Source: an optimization exercise on an open RTL-to-GDS flow (aim: small area). Production flows keep margins and buffers that such runs may drop. In this exercise RTL edits were held to simulation tests only and were not proved equivalent to the original. Power figures rest on the tool's default switching activity, not on a simulated workload.

### flow/config.mk
export PLATFORM = sky130hd
export DESIGN_NAME = color_run_finder
export DESIGN_NICKNAME = color_run_finder
export VERILOG_FILES = /design/flow/design.v
export SDC_FILE = /design/flow/constraint.sdc
export NUM_CORES = 4
export LEC_CHECK = 0
export CAP_MARGIN = 20
export CORE_MARGIN = 2
export CORE_UTILIZATION = 45
export CTS_BUF_LIST = sky130_fd_sc_hd__clkbuf_8
export PLACE_DENSITY = 0.6
export SLEW_MARGIN = 20
### flow/constraint.sdc
create_clock -name core_clock -period 6.0 [get_ports {clk}]
set_input_delay 1.2000 -clock core_clock [delete_from_list [all_inputs] [get_ports {clk}]]
set_output_delay 1.2000 -clock core_clock [all_outputs]
set_load 0.01 [all_outputs]
### flow/design.v
module color_match(p, m);
  input [15:0] p;
  wire [15:0] p;
  output m;
  wire m;
  wire _0_;
  wire _100_;
  wire _101_;
  wire _102_;
  wire _103_;
  wire _104_;
  wire _105_;
  wire _106_;
  wire _107_;
  wire _108_;
  wire _109_;
  wire _10_;
  wire _110_;
  wire _111_;
  wire _112_;
  wire _113_;
  wire _114_;
  wire _115_;
  wire _116_;
  wire _117_;
  wire _118_;
  wire _119_;
  wire _11_;
  wire _120_;
  wire _121_;
  wire _122_;
  wire _123_;
  wire _124_;
  wire _125_;
  wire _126_;
  wire _127_;
  wire _128_;
  wire _129_;
  wire _12_;
  wire _130_;
  wire _131_;
  wire _132_;
  wire _133_;
  wire _134_;
  wire _135_;
  wire _136_;
  wire _137_;
  wire _138_;
  wire _139_;
  wire _13_;
  wire _140_;
  wire _141_;
  wire _142_;
  wire _143_;
  wire _144_;
  wire _145_;
  wire _146_;
  wire _147_;
  wire _148_;
  wire _149_;
  wire _14_;
  wire _150_;
  wire _151_;
  wire _152_;
  wire _153_;
  wire _154_;
  wire _155_;
  wire _156_;
  wire _157_;
  wire _158_;
  wire _159_;
  wire _15_;
  wire _160_;
  wire _161_;
  wire _162_;
  wire _163_;
  wire _164_;
  wire _165_;
  wire _166_;
  wire _167_;
  wire _168_;
  wire _169_;
  wire _16_;
  wire _170_;
  wire _171_;
  wire _172_;
  wire _173_;
  wire _174_;
  wire _175_;
  wire _176_;
  wire _177_;
  wire _178_;
  wire _179_;
  wire _17_;
  wire _180_;
  wire _181_;
  wire _182_;
  wire _183_;
  wire _184_;
  wire _185_;
  wire _186_;
  wire _187_;
  wire _188_;
  wire _189_;
  wire _18_;
  wire _190_;
  wire _191_;
  wire _192_;
  wire _193_;
  wire _194_;
  wire _195_;
  wire _196_;
  wire _197_;
  wire _198_;
  wire _199_;
  wire _19_;
  wire _1_;
  wire _200_;
  wire _201_;
  wire _202_;
  wire _203_;
  wire _204_;
  wire _205_;
  wire _206_;
  wire _207_;
  wire _208_;
  wire _209_;
  wire _20_;
  wire _210_;
  wire _211_;
  wire _212_;
  wire _213_;
  wire _214_;
  wire _215_;
  wire _216_;
  wire _21_;
  wire _22_;
  wire _23_;
  wire _24_;
  wire _25_;
  wire _26_;
  wire _27_;
  wire _28_;
  wire _29_;
  wire _2_;
  wire _30_;
  wire _31_;
  wire _32_;
  wire _33_;
  wire _34_;
  wire _35_;
  wire _36_;
  wire _37_;
  wire _38_;
  wire _39_;
  wire _3_;
  wire _40_;
  wire _41_;
  wire _42_;
  wire _43_;
  wire _44_;
  wire _45_;
  wire _46_;
  wire _47_;
  wire _48_;
  wire _49_;
  wire _4_;
  wire _50_;
  wire _51_;
  wire _52_;
  wire _53_;
  wire _54_;
  wire _55_;
  wire _56_;
  wire _57_;
  wire _58_;
  wire _59_;
  wire _5_;
  wire _60_;
  wire _61_;
  wire _62_;
  wire _63_;
  wire _64_;
  wire _65_;
  wire _66_;
  wire _67_;
  wire _68_;
  wire _69_;
  wire _6_;
  wire _70_;
  wire _71_;
  wire _72_;
  wire _73_;
  wire _74_;
  wire _75_;
  wire _76_;
  wire _77_;
  wire _78_;
  wire _79_;
  wire _7_;
  wire _80_;
  wire _81_;
  wire _82_;
  wire _83_;
  wire _84_;
  wire _85_;
  wire _86_;
  wire _87_;
  wire _88_;
  wire _89_;
  wire _8_;
  wire _90_;
  wire _91_;
  wire _92_;
  wire _93_;
  wire _94_;
  wire _95_;
  wire _96_;
  wire _97_;
  wire _98_;
  wire _99_;
  wire _9_;
  wire \u.g08.A ;
  wire \u.g11.B1 ;
  wire \u.g11.C1 ;
  wire \u.g12.A1 ;
  wire \u.g12.A2 ;
  wire \u.g12.B1 ;
  wire \u.g13.A1 ;
  wire \u.g13.B1 ;
  wire \u.g14.A ;
  wire \u.g14.B ;
  wire \u.g15.A2 ;
  wire \u.g16.A ;
  wire \u.g16.B ;
  wire \u.g18.B ;
  wire \u.g19.A2 ;
  wire \u.g21.B ;
  wire \u.g22.A1 ;
  wire \u.g22.S ;
  wire \u.g23.B ;
  wire \u.g24.A ;
  wire \u.g25.A3 ;
  wire \u.g27.B ;
  wire \u.g29.C ;
  wire \u.g31.A ;
  wire \u.g31.B ;
  wire \u.g33.B1 ;
  wire \u.g36.B ;
  wire \u.g37.B ;
  wire \u.g37.C ;
  wire \u.g38.B1 ;
  wire \u.g39.A_N ;
  wire \u.g39.B ;
  wire \u.g42.B ;
  wire \u.g43.A2 ;
  wire \u.g44.B ;
  wire \u.g45.C ;
  wire \u.g47.A1 ;
  wire \u.g47.A2 ;
  wire \u.g47.B1 ;
  wire \u.g48.A1 ;
  wire \u.g48.A2 ;
  wire \u.g48.B1 ;
  wire \u.g50.A2 ;
  wire \u.g51.B ;
  wire \u.g53.A2 ;
  wire \u.g53.B1 ;
  wire \u.g54.A1 ;
  wire \u.g54.A2 ;
  wire \u.g55.B1 ;
  wire \u.g56.A2 ;
  wire \u.g56.A3 ;
  wire \u.g57.A ;
  wire \u.g57.B ;
  wire \u.g58.A ;
  wire \u.g58.B ;
  wire \u.g61.A2 ;
  wire \u.g62.A ;
  wire \u.g62.B ;
  wire \u.g63.B1 ;
  wire \u.g63.B2 ;
  wire \u.g66.A1 ;
  wire \u.g66.A2 ;
  wire \u.g66.B1 ;
  wire \u.g66.C1 ;
  wire \u.g68.B ;
  wire \u.g69.A3 ;
  wire \u.g69.B1 ;
  wire \u.g72.A4 ;
  wire \u.g73.B1 ;
  wire \u.g73.B2 ;
  wire \u.g74.A1 ;
  wire \u.g74.A2 ;
  wire \u.g74.A3 ;
  wire \u.g75.B1 ;
  wire \u.g77.D ;
  wire \u.g79.A2 ;
  wire \u.g82.A1 ;
  wire \u.g82.A2 ;
  wire \u.g82.B1 ;
  wire \u.g83.C1 ;
  wire \u.g86.B ;
  wire \u.g87.B1 ;
  wire \u.g87.B2 ;
  wire \u.g91.B ;
  wire \u.g92.B ;
  wire \u.g92.C ;
  wire \u.g92.D ;
  wire \u.g93.A1 ;
  wire \u.g93.A2 ;
  wire \u.g93.B1 ;
  wire \u.g94.B1 ;
  wire \u.g94.C1 ;
  wire \u.g95.A1 ;
  wire \u.g95.A2 ;
  wire \u.g95.B1 ;
  assign _21_ = ~\u.g45.C ;
  assign _20_ = _18_ & _19_;
  assign _19_ = ~\u.g37.B ;
  assign _98_ = ~p[12];
  assign \u.g47.B1  = _5_ | _18_;
  assign _99_ = ~\u.g36.B ;
  assign _5_ = _4_ | _19_;
  assign _16_ = ~\u.g11.C1 ;
  assign _4_ = _2_ | _21_;
  assign _18_ = ~p[11];
  assign _2_ = _31_ & _33_;
  assign _166_ = ~p[10];
  assign _131_ = \u.g15.A2  & _130_;
  assign \u.g48.B1  = _179_ | _183_;
  assign _183_ = ~\u.g47.B1 ;
  assign _179_ = _175_ & _176_;
  assign _176_ = ~\u.g47.A2 ;
  assign _71_ = ~\u.g74.A1 ;
  assign \u.g57.A  = _145_ | _151_;
  assign _151_ = ~\u.g48.B1 ;
  assign _145_ = _142_ & _143_;
  assign _143_ = ~\u.g48.A2 ;
  assign _130_ = ~\u.g33.B1 ;
  assign \u.g56.A2  = _74_ & _80_;
  assign \u.g44.B  = ~\u.g24.A ;
  assign _133_ = _112_ & _130_;
  assign \u.g54.A1  = _107_ | _119_;
  assign _119_ = p[8] & p[2];
  assign _173_ = p[3] | p[4];
  assign _175_ = ~\u.g47.A1 ;
  assign _107_ = _90_ | _106_;
  assign _106_ = p[8] & \u.g51.B ;
  assign _142_ = ~\u.g48.A1 ;
  assign _190_ = ~p[15];
  assign _90_ = _104_ | _83_;
  assign _83_ = _101_ & p[2];
  assign _198_ = ~\u.g93.A1 ;
  assign _74_ = ~\u.g39.A_N ;
  assign _104_ = _101_ & \u.g51.B ;
  assign _216_ = ~\u.g95.A1 ;
  assign \u.g36.B  = _131_ | _133_;
  assign \u.g53.B1  = p[8] & p[9];
  assign _28_ = \u.g08.A  & \u.g15.A2 ;
  assign _80_ = ~\u.g39.B ;
  assign \u.g53.A2  = \u.g50.A2  & \u.g51.B ;
  assign \u.g47.A2  = _20_ & _21_;
  assign _57_ = \u.g73.B1  & \u.g73.B2 ;
  assign \u.g54.A2  = _184_ | _9_;
  assign _9_ = _141_ & _199_;
  assign _199_ = ~\u.g53.B1 ;
  assign _141_ = ~\u.g53.A2 ;
  assign _184_ = _146_ & _199_;
  assign _100_ = _98_ & _99_;
  assign \u.g33.B1  = p[1] & _112_;
  assign \u.g55.B1  = _128_ | _120_;
  assign _120_ = _127_ & _135_;
  assign _31_ = ~\u.g37.C ;
  assign _127_ = ~\u.g54.A2 ;
  assign _128_ = _136_ & _135_;
  assign \u.g45.C  = \u.g18.B  | \u.g24.A ;
  assign \u.g37.C  = _100_ | _103_;
  assign \u.g56.A3  = _206_ | _191_;
  assign _191_ = _136_ & _207_;
  assign _207_ = ~\u.g55.B1 ;
  assign \u.g68.B  = _121_ | \u.g33.B1 ;
  assign _206_ = _135_ & _207_;
  assign _32_ = _31_ & \u.g38.B1 ;
  assign \u.g38.B1  = _94_ | \u.g37.C ;
  assign \u.g57.B  = _24_ | _17_;
  assign _17_ = _38_ & _143_;
  assign \u.g14.A  = _104_ | _109_;
  assign _38_ = ~\u.g56.A3 ;
  assign _24_ = _30_ | _29_;
  assign _29_ = _54_ & _143_;
  assign _109_ = p[3] & p[9];
  assign _54_ = ~\u.g56.A2 ;
  assign _30_ = _51_ | _35_;
  assign _35_ = _38_ & _142_;
  assign \u.g18.B  = ~p[5];
  assign \u.g51.B  = ~p[9];
  assign _51_ = _55_ | _52_;
  assign _52_ = _54_ & _142_;
  assign _33_ = ~\u.g43.A2 ;
  assign \u.g12.B1  = _86_ | _89_;
  assign _55_ = _61_ | _58_;
  assign _58_ = _72_ & _143_;
  assign _89_ = \u.g13.A1  & p[8];
  assign _101_ = ~p[3];
  assign _61_ = _72_ & _142_;
  assign _86_ = p[2] & \u.g50.A2 ;
  assign _42_ = ~p[0];
  assign \u.g58.B  = _93_ | _91_;
  assign _91_ = ~\u.g57.B ;
  assign _147_ = _81_ & _146_;
  assign \u.g66.A1  = _105_ | _97_;
  assign _97_ = ~\u.g58.B ;
  assign _149_ = ~\u.g29.C ;
  assign \u.g63.B2  = _112_ | _110_;
  assign _34_ = _33_ & \u.g38.B1 ;
  assign _121_ = p[7] & \u.g16.A ;
  assign \u.g61.A2  = _129_ | _126_;
  assign _126_ = p[5] & _42_;
  assign \u.g12.A1  = p[1] | \u.g15.A2 ;
  assign _178_ = ~p[4];
  assign _129_ = _178_ & _42_;
  assign \u.g47.A1  = _32_ | _34_;
  assign _152_ = _149_ & _146_;
  assign \u.g62.B  = _139_ | \u.g21.B ;
  assign _139_ = _114_ & _140_;
  assign _140_ = ~\u.g61.A2 ;
  assign \u.g31.B  = _147_ | _152_;
  assign \u.g63.B1  = _157_ | _155_;
  assign _155_ = ~\u.g62.B ;
  assign _205_ = ~\u.g21.B ;
  assign \u.g66.A2  = _168_ | _167_;
  assign _167_ = \u.g63.B1  & \u.g63.B2 ;
  assign _168_ = _169_ & \u.g62.B ;
  assign \u.g31.A  = _163_ & \u.g29.C ;
  assign \u.g66.B1  = _180_ | _177_;
  assign _177_ = _38_ & _54_;
  assign \u.g11.B1  = _42_ & p[6];
  assign _103_ = p[12] & \u.g36.B ;
  assign _180_ = _72_ & _54_;
  assign \u.g11.C1  = p[6] | _42_;
  assign \u.g39.B  = _100_ | _92_;
  assign \u.g66.C1  = _72_ & _38_;
  assign _46_ = p[4] & _43_;
  assign \u.g08.A  = ~p[1];
  assign \u.g95.A1  = _0_ | \u.g66.C1 ;
  assign _0_ = _1_ | \u.g66.B1 ;
  assign \u.g29.C  = \u.g13.A1  | \u.g50.A2 ;
  assign \u.g69.A3  = p[12] | _114_;
  assign _92_ = ~\u.g38.B1 ;
  assign \u.g69.B1  = _146_ & _7_;
  assign _7_ = ~\u.g68.B ;
  assign _172_ = \u.g19.A2  & _171_;
  assign \u.g74.A2  = _13_ | _10_;
  assign _10_ = _12_ & _38_;
  assign \u.g12.A2  = _11_ | _16_;
  assign _12_ = ~\u.g69.B1 ;
  assign _13_ = _15_ & _14_;
  assign _14_ = ~\u.g69.A3 ;
  assign _15_ = _18_ & _43_;
  assign \u.g50.A2  = ~p[8];
  assign \u.g15.A2  = ~p[7];
  assign \u.g73.B1  = _22_ | _98_;
  assign _11_ = _204_ | _8_;
  assign _22_ = _23_ | _19_;
  assign _8_ = p[1] & \u.g15.A2 ;
  assign _23_ = _25_ & _43_;
  assign _146_ = ~p[13];
  assign _25_ = p[9] & _18_;
  assign _136_ = ~\u.g54.A1 ;
  assign _174_ = _88_ & \u.g27.B ;
  assign \u.g72.A4  = \u.g18.B  & \u.g51.B ;
  assign _204_ = _181_ & \u.g18.B ;
  assign \u.g48.A1  = _172_ | _174_;
  assign \u.g73.B2  = _40_ | _37_;
  assign _37_ = _39_ & _38_;
  assign _135_ = ~\u.g31.A ;
  assign _39_ = ~\u.g72.A4 ;
  assign _40_ = _44_ | _41_;
  assign _41_ = _14_ & _38_;
  assign _118_ = \u.g82.A1  & \u.g82.A2 ;
  assign \u.g13.B1  = _60_ | _116_;
  assign _44_ = _47_ | _45_;
  assign _45_ = _112_ & _38_;
  assign _116_ = _67_ & _59_;
  assign _59_ = ~\u.g12.B1 ;
  assign _47_ = _18_ & _38_;
  assign _67_ = ~\u.g12.A2 ;
  assign _88_ = ~\u.g19.A2 ;
  assign \u.g74.A3  = _57_ | _56_;
  assign _56_ = p[13] & \u.g68.B ;
  assign \u.g39.A_N  = \u.g31.A  | \u.g31.B ;
  assign \u.g75.B1  = _65_ | _62_;
  assign _62_ = _64_ & _70_;
  assign _70_ = ~\u.g66.A2 ;
  assign _64_ = ~\u.g74.A3 ;
  assign _65_ = _69_ | _66_;
  assign _66_ = _68_ & _70_;
  assign _60_ = _53_ & _59_;
  assign _68_ = ~\u.g74.A2 ;
  assign _69_ = _71_ & _70_;
  assign _72_ = ~p[14];
  assign \u.g27.B  = _112_ | _192_;
  assign \u.g95.A2  = _76_ | _75_;
  assign _75_ = ~\u.g75.B1 ;
  assign _76_ = _105_ & _97_;
  assign _50_ = _178_ & \u.g42.B ;
  assign _112_ = ~\u.g16.A ;
  assign \u.g77.D  = _18_ & _98_;
  assign \u.g14.B  = _124_ | _210_;
  assign _81_ = ~\u.g14.A ;
  assign \u.g94.B1  = _85_ | _84_;
  assign _84_ = ~\u.g77.D ;
  assign _85_ = _87_ | _38_;
  assign _210_ = \u.g50.A2  & _6_;
  assign _87_ = _72_ | _54_;
  assign _6_ = ~\u.g13.B1 ;
  assign \u.g62.A  = _112_ & _110_;
  assign \u.g79.A2  = _114_ & _84_;
  assign _93_ = ~\u.g57.A ;
  assign _192_ = ~\u.g25.A3 ;
  assign \u.g82.A1  = _95_ | _72_;
  assign _124_ = p[2] & _6_;
  assign _95_ = _43_ & _96_;
  assign _96_ = ~\u.g79.A2 ;
  assign _193_ = \u.g62.A  & _192_;
  assign \u.g82.A2  = _102_ | _146_;
  assign _105_ = ~\u.g58.A ;
  assign _102_ = _18_ | _98_;
  assign \u.g43.A2  = _46_ | _50_;
  assign _1_ = \u.g66.A1  & \u.g66.A2 ;
  assign \u.g82.B1  = _111_ | _108_;
  assign _108_ = _72_ & _19_;
  assign \u.g16.A  = _78_ | _36_;
  assign _36_ = \u.g14.A  & \u.g14.B ;
  assign _111_ = _146_ & _19_;
  assign _78_ = _81_ & _79_;
  assign \u.g58.A  = _193_ | \u.g44.B ;
  assign \u.g83.C1  = _117_ | \u.g68.B ;
  assign _117_ = _118_ | \u.g82.B1 ;
  assign _113_ = _42_ & _112_;
  assign \u.g93.A1  = _123_ | _122_;
  assign _122_ = ~\u.g83.C1 ;
  assign _123_ = _125_ | \u.g50.A2 ;
  assign _79_ = ~\u.g14.B ;
  assign _125_ = \u.g13.A1  & _101_;
  assign \u.g37.B  = _113_ | _115_;
  assign \u.g74.A1  = \u.g39.A_N  | _80_;
  assign \u.g87.B1  = _132_ | p[8];
  assign \u.g16.B  = _211_ | _134_;
  assign _132_ = _99_ & _19_;
  assign _134_ = _59_ & _6_;
  assign _209_ = ~\u.g23.B ;
  assign \u.g86.B  = _138_ | _137_;
  assign _137_ = _112_ & _84_;
  assign _181_ = ~\u.g11.B1 ;
  assign _171_ = ~\u.g27.B ;
  assign _138_ = \u.g18.B  & _84_;
  assign _211_ = _27_ | _3_;
  assign \u.g24.A  = _112_ | _209_;
  assign \u.g87.B2  = _72_ & _144_;
  assign _144_ = ~\u.g86.B ;
  assign _94_ = p[11] | \u.g37.B ;
  assign \u.g93.A2  = _153_ | _148_;
  assign _148_ = _150_ & \u.g51.B ;
  assign _3_ = p[7] & _6_;
  assign _150_ = _146_ & _161_;
  assign _161_ = ~\u.g87.B2 ;
  assign _114_ = ~p[6];
  assign _153_ = _158_ | _154_;
  assign _154_ = _156_ & \u.g51.B ;
  assign _157_ = ~\u.g62.A ;
  assign _156_ = _146_ & _165_;
  assign _165_ = ~\u.g87.B1 ;
  assign _27_ = \u.g08.A  & _6_;
  assign _158_ = _162_ | _159_;
  assign _159_ = _160_ & \u.g51.B ;
  assign _169_ = \u.g12.B1  & \u.g44.B ;
  assign _160_ = _166_ & _161_;
  assign _43_ = ~\u.g42.B ;
  assign \u.g21.B  = _28_ | _48_;
  assign _162_ = _164_ & \u.g51.B ;
  assign _110_ = ~\u.g16.B ;
  assign _164_ = _166_ & _165_;
  assign \u.g42.B  = \u.g18.B  | _112_;
  assign _82_ = ~\u.g22.S ;
  assign \u.g92.B  = _170_ | _178_;
  assign \u.g25.A3  = \u.g11.B1  | _16_;
  assign _170_ = _101_ & _127_;
  assign _115_ = _114_ & \u.g16.A ;
  assign _63_ = _205_ & _82_;
  assign \u.g92.C  = _173_ | \u.g54.A2 ;
  assign _49_ = ~\u.g22.A1 ;
  assign \u.g91.B  = _72_ | _141_;
  assign \u.g19.A2  = _178_ & p[5];
  assign _26_ = _49_ & \u.g22.S ;
  assign \u.g92.D  = _166_ | _182_;
  assign _182_ = ~\u.g91.B ;
  assign \u.g23.B  = _63_ | _26_;
  assign \u.g93.B1  = _186_ | _185_;
  assign _185_ = ~\u.g92.D ;
  assign _186_ = _188_ | _187_;
  assign _187_ = ~\u.g92.C ;
  assign _188_ = _190_ | _189_;
  assign _189_ = ~\u.g92.B ;
  assign \u.g48.A2  = _73_ | _77_;
  assign \u.g94.C1  = _196_ | _194_;
  assign _194_ = _195_ & _197_;
  assign _197_ = ~\u.g93.B1 ;
  assign _195_ = ~\u.g93.A2 ;
  assign _196_ = _198_ & _197_;
  assign _53_ = ~\u.g12.A1 ;
  assign \u.g22.A1  = \u.g13.B1  | _205_;
  assign \u.g95.B1  = _201_ | _200_;
  assign _200_ = ~\u.g94.C1 ;
  assign _201_ = _203_ | _202_;
  assign _202_ = ~\u.g94.B1 ;
  assign _203_ = _180_ & _38_;
  assign _73_ = \u.g39.A_N  & _80_;
  assign _48_ = p[1] & p[7];
  assign \u.g22.S  = _208_ | _16_;
  assign _77_ = _74_ & \u.g39.B ;
  assign m = _214_ | _212_;
  assign _212_ = _213_ & _215_;
  assign _215_ = ~\u.g95.B1 ;
  assign _213_ = ~\u.g95.A2 ;
  assign _214_ = _216_ & _215_;
  assign \u.g13.A1  = ~p[2];
  assign _163_ = p[13] & \u.g14.A ;
  assign _208_ = _181_ & _88_;
endmodule
module run_finder (
    input clk,
    input rst,
    input end_frame_in,
    input end_line_in,
    input new_pixel,
    input pixel,
    output [10:0] run_start,
    output [10:0] run_end,
    output new_run,
    output end_line_out,
    output end_frame_out
  );
  reg np_q, x_q, ef_q;
  reg [10:0] col_q, start_q;
  reg found_q;
  always @(posedge clk) begin
    np_q <= ~rst & new_pixel;
    x_q <= ~rst & ((new_pixel & pixel) | end_line_in);
    ef_q <= ~rst & end_frame_in;
  end
  wire pm = np_q & x_q;
  wire pn = np_q & ~x_q;
  wire el = ~np_q & x_q;
  assign run_start = start_q;
  assign run_end = col_q;
  assign new_run = found_q & (pn | el);
  assign end_line_out = el;
  assign end_frame_out = ef_q;
  always @(posedge clk) begin
    if (rst || el || ef_q) begin
      col_q <= 11'd0;
      found_q <= 1'b0;
    end else if (np_q) begin
      col_q <= col_q + 1'b1;
      found_q <= x_q;
    end
    if (!found_q)
      start_q <= col_q;
  end
endmodule
module color_run_finder (
    input clk,
    input rst,
    input end_frame_in,
    input end_line_in,
    input new_pixel_in,
    input [15:0] pixel_in,
    output [10:0] run_start,
    output [10:0] run_end,
    output new_run,
    output end_line_out,
    output end_frame_out
  );
  wire match;
  color_match color_match (
      .p(pixel_in),
      .m(match)
    );
  run_finder run_finder (
      .clk(clk),
      .rst(rst),
      .end_frame_in(end_frame_in),
      .end_line_in(end_line_in),
      .new_pixel(new_pixel_in),
      .pixel(match),
      .run_start(run_start),
      .run_end(run_end),
      .new_run(new_run),
      .end_line_out(end_line_out),
      .end_frame_out(end_frame_out)
    );
endmodule
### flow/flow/run.sh
#!/bin/bash
# Own layout flow: the standard synthesis, then the combinational cells of its netlist
# are re-synthesised for area with ABC (the flip-flop instances are kept as they are, with
# their names and cell types): deepsyn from several random seeds, each mapped with &nf, and
# the smallest result is kept. Then the standard layout from floorplan to finish, with
# the smallest buffer on the ports. Each tool's output goes to a log file in this folder.
set -euo pipefail
W=$(pwd)
FH=${FLOW_HOME:-/OpenROAD-flow-scripts/flow}
R=$W/orfs/results/${FLOW_PLATFORM:-sky130hd}/color_run_finder/base
YOSYS=yosys
if [[ -x $FH/../tools/install/yosys/bin/yosys ]]; then YOSYS=$FH/../tools/install/yosys/bin/yosys; fi
LIB=$FH/platforms/sky130hd/lib/sky130_fd_sc_hd__tt_025C_1v80.lib

bash standard.sh synth > $W/synth.log 2>&1
cp $R/1_2_yosys.v $W/synth_standard.v

DEEP_T=${DEEP_T:-30}
SEEDS=${SEEDS:-16}
PAR=${PAR:-4}
DU=$(grep -o 'sky130_fd_sc_hd__\(lpflow\|probe\)[a-z0-9_]*' $LIB | sort -u | sed 's/^/-dont_use /' | tr '\n' ' ')
mkdir -p $W/reopt
reopt() {
  local s=$1
  printf 'strash\ndc2\ndch\ndc2\n&get -n\n&deepsyn -T %s -S %s\n&put\n&get -n\n&nf -R 1000 -F 10 -A 10\n&put\ntopo\n' "$DEEP_T" "$s" > $W/reopt/r$s.abc
  $YOSYS -p "read_liberty -ignore_miss_func $LIB; read_verilog $W/synth_standard.v; hierarchy -top $FLOW_TOP; \
    blackbox sky130_fd_sc_hd__*df*; flatten; opt_clean; \
    opt -full; abc -liberty $LIB $DU -script $W/reopt/r$s.abc; opt_clean -purge; \
    hilomap -singleton -hicell sky130_fd_sc_hd__conb_1 HI -locell sky130_fd_sc_hd__conb_1 LO; \
    splitnets; opt_clean -purge; tee -o $W/reopt/r$s.txt stat -liberty $LIB; \
    write_verilog -noattr -nohex -nodec $W/reopt/r$s.v" > $W/reopt/r$s.log 2>&1 || true
}
s=1
while (( s <= SEEDS )); do
  for ((k = 0; k < PAR && s <= SEEDS; k++, s++)); do reopt $s & done
  wait
done
best=""; besta=""
for ((s = 1; s <= SEEDS; s++)); do
  [[ -f $W/reopt/r$s.v && -f $W/reopt/r$s.txt ]] || continue
  a=$(grep -o "Chip area for module .*: [0-9.]*" $W/reopt/r$s.txt | awk '{print $NF}' || true)
  [[ -n "$a" ]] || continue
  if [[ -z "$best" ]] || awk "BEGIN{exit !($a < $besta)}"; then best=$s; besta=$a; fi
done
echo "best seed $best area $besta" > $W/reopt_choice.txt
if [[ -n "$best" ]]; then cp $W/reopt/r$best.v $R/1_2_yosys.v; fi
rm -f $R/1_synth.odb $R/1_synth.sdc
bash standard.sh BUFFER_PORTS_ARGS="-buffer_cell sky130_fd_sc_hd__buf_1" finish > $W/finish.log 2>&1
### flow/standard.sh
#!/bin/bash
# synth_recipe.tcl (not shown) runs the flow's synth.tcl, then flattens the netlist and writes it again
# the make line also repeats each setting of config.mk as NAME=value (left out here)
make -C /OpenROAD-flow-scripts/flow DESIGN_CONFIG=/design/flow/config.mk WORK_HOME=/design/flow/orfs CLKGATE_MAP_FILE= SYNTH_SCRIPT=/design/flow/synth_recipe.tcl "${@:-finish}"
==> results.json <==
{
  "grt_setup_unrepaired": "no",
  "layout.cells.non_filler": 239,
  "ir_worst_vdd_uv": 97.0,
  "drc": 0,
  "numCtsBuffers": 3,
  "finalHoldViolCount": 0,
  "crit_chain": "buf_1 -> nor2_1 -> o211ai_1 -> o21ai_0 -> xor2_1 -> mux2i_1 -> xnor2_1 -> nor3_1 -> nor3_1 -> maj3_1 -> a21oi_1 -> a2111oi_0 -> a21oi_1 -> nor2_1",
  "routed_via_density": 5.44,
  "cts.sinks": 26,
  "cp_max_fo": 11,
  "post-route-period-util_pct": 72.7,
  "setup_viol": 0,
  "syn_area_mm2": 0.00139,
  "grt_max_degree": 15,
  "htreeDepth": 1,
  "dp_cells": 235,
  "final.min_clock_period_ns": 4.36,
  "worst_slew_pin_slew_ns": 0.688,
  "grt_pass1_vias": 1104,
  "gp_congestion": 0.846,
  "initial_core_util_pct": 46.2,
  "antenna_found_initial": 0,
  "p_seq_share_pct": 51.0,
  "io_pins": 46,
  "placement.io_buffers": 45,
  "cts_tree": "built",
  "p_leak_uw": 0.000592,
  "root_buffer": "clkbuf_8",
  "post_cts_resize_count": 0,
  "rows": 20,
  "cts_setup_buffers": 0,
  "switching_share_pct": 28.8,
  "first_pass_iters": 4,
  "arrival_ns": 4.57,
  "nets": 228,
  "endpoint_kind": "register",
  "crit_required_ns": 6.21,
  "grt_usage_pct": 17.7,
  "fin_worst_skew_ns": 0.00119,
  "drive_gt1_share_pct": 1.46,
  "die_area_mm2": 0.00354,
  "worst_hold_slack_ns": 0.483,
  "dieWidth_um": 59.5,
  "die_h_um": 59.5,
  "wirelength_um": 2970,
  "grt_pass1_wl_um": 4860,
  "final_antenna_net_count": 0,
  "area_growth_pct": 18.4,
  "grt_overflow": 0,
  "relSlewSlack_pct": 54.0,
  "core_area_mm2": 0.00300,
  "fin_setup_tns_ns": 0,
  "worstHoldPathType": "register to register",
  "maxCapViolations": 0,
  "first_iter_violations": 22,
  "clockPowerShare_pct": 25.1,
  "syn-mean-instance-area_um2": 8.83,
  "drv_slew": 0,
  "status": "no timing/DRC/antenna violations",
  "antenna_cells": 0,
  "ys.warnings.count": 1,
  "switching_power_uw": 108,
  "clockBufferDepth": 2,
  "internal_power_uw": 268,
  "max_stage_delay_ns": 0.59,
  "p_per_area_mw_per_mm2": 229,
  "start_kind": "primary input",
  "cp_slowest_cell": "xor2_1",
  "synth_cells": 157,
  "fmax_ghz": 0.229,
  "clk_latency_ns": 0.26,
  "dpl.hpwl_um": 2370,
  "avgRoutedWirePerCell_um": 12.4,
  "hold_buffers": 0,
  "combinationalPowerShare_pct": 24.0,
  "syn_nets": 178,
  "vias": 1299,
  "critPathKind": "primary input to register",
  "clk_transition_reported_paths_ns": 0.08
}
final timing paths:
check                           cells after the start  slack, ns           startpoint               endpoint
worst min-delay path                                0       0.48  run_finder.col_q[9]  run_finder.start_q[9]
worst min register to register                      0       0.48  run_finder.col_q[9]  run_finder.start_q[9]
worst max-delay path                               14       1.64          pixel_in[6]         run_finder.x_q
worst max register to register                      7       3.99      run_finder.np_q   run_finder.col_q[10]
flip-flops by register name, summed over array words and instances, names as in the netlist:
register and cells:
run_finder.np_q 1, run_finder.found_q 1, run_finder.start_q 11, run_finder.col_q 11
run_finder.x_q 1, run_finder.ef_q 1
power by group through the flow:
stage          Clock [uW]  Combinational [uW]  Sequential [uW]
6_report             94.3                90.2              192
5_1_grt               101                 103              193
4_1_cts              98.0                90.3              192
3_5_place_dp            0                90.0              196
3_3_place_gp            0                88.4              196
2_1_floorplan           0                59.7              198
cell usage in the layout, fill, tap and decap left out, drive strengths merged:
cell type	instances
buf	45
a21oi	17
nor2	15
dfxtp	15
clkinv	11
o21ai	11
nand2	11
edfxtp	11
nor3	8
xnor2	6
and3	5
nor2b	5
o21a	5
xor2	5
nand2b	3
o211ai	3
a31oi	3
clkbuf	3
o22ai	2
o31ai	2
nand3	2
o311ai	2
nand4	2
a221oi	2
or3	1
o21bai	1
mux2i	1
maj3	1
and2	1
o211a	1
or2	1
a32oi	1
nor3b	1
o32ai	1
o2111ai	1
a2111oi	1
area by class of cell:
type	count	area (um^2)
tap	33	41.3
clock inverter	1	3.75
multi-input combinational	121	718
sequential	26	631
fill	294	1360
clock buffer	3	41.3
inverter	10	37.5
timing repair buffer	45	169
through the flow:
step	setup WS (ns)	util (%)	area (um^2)	power [uW]
2_1_floorplan	2.07	-	1390	258
3_3_place_gp	1.59	53.2	1600	284
3_5_place_dp	1.39	53.2	1600	286
5_1_grt	1.17	54.7	1640	397
4_1_cts	1.65	54.7	1640	380
6_report	1.64	54.7	1640	376
layer usage:
layer,vias up,share of wire (%),track usage [%]
li1,685,-,-
met1,572,43,21.5
met2,38,51,31.4
met3,4,4.1,1.09
met4,0,1.4,8.89
met5,-,0,0
worst max-delay path, delay by kind of cell:
family	cells	cell delay [ns]
xor+xnor	2	0.80
mux	1	0.46
fa+ha+maj	1	0.28
simple gates	4	0.70
compound gates	5	0.85
buf+inv	1	0.29

port drivers added, routing unchanged:
The flow's constraints put no driver on any port. The routed layout listed below was extracted and timed again, unchanged, in two steps.
Step 1: set_driving_cell puts a clkbuf_16 on clk and a buf_2 on each other input, an assumption about the parent block.
Step 2, shift: input delay + t, output delay - t, t = (earliest + latest rising clock arrival at the registers) / 2. This alone moves slack from input paths to output paths.
Three values: no drivers, after step 1, after step 2; two values: the first two.
t, ns: 0.282
setup WS [ns]: 1.635 / 1.636 / 1.354
hold slack, ns: 0.483 / 0.483 / 0.483
clock arrival spread, ns: 0.001 / 0.001
After both steps this run still meets setup and hold. The setup slack of this run moves by +0.001 ns with the drivers and by -0.281 ns with both steps.
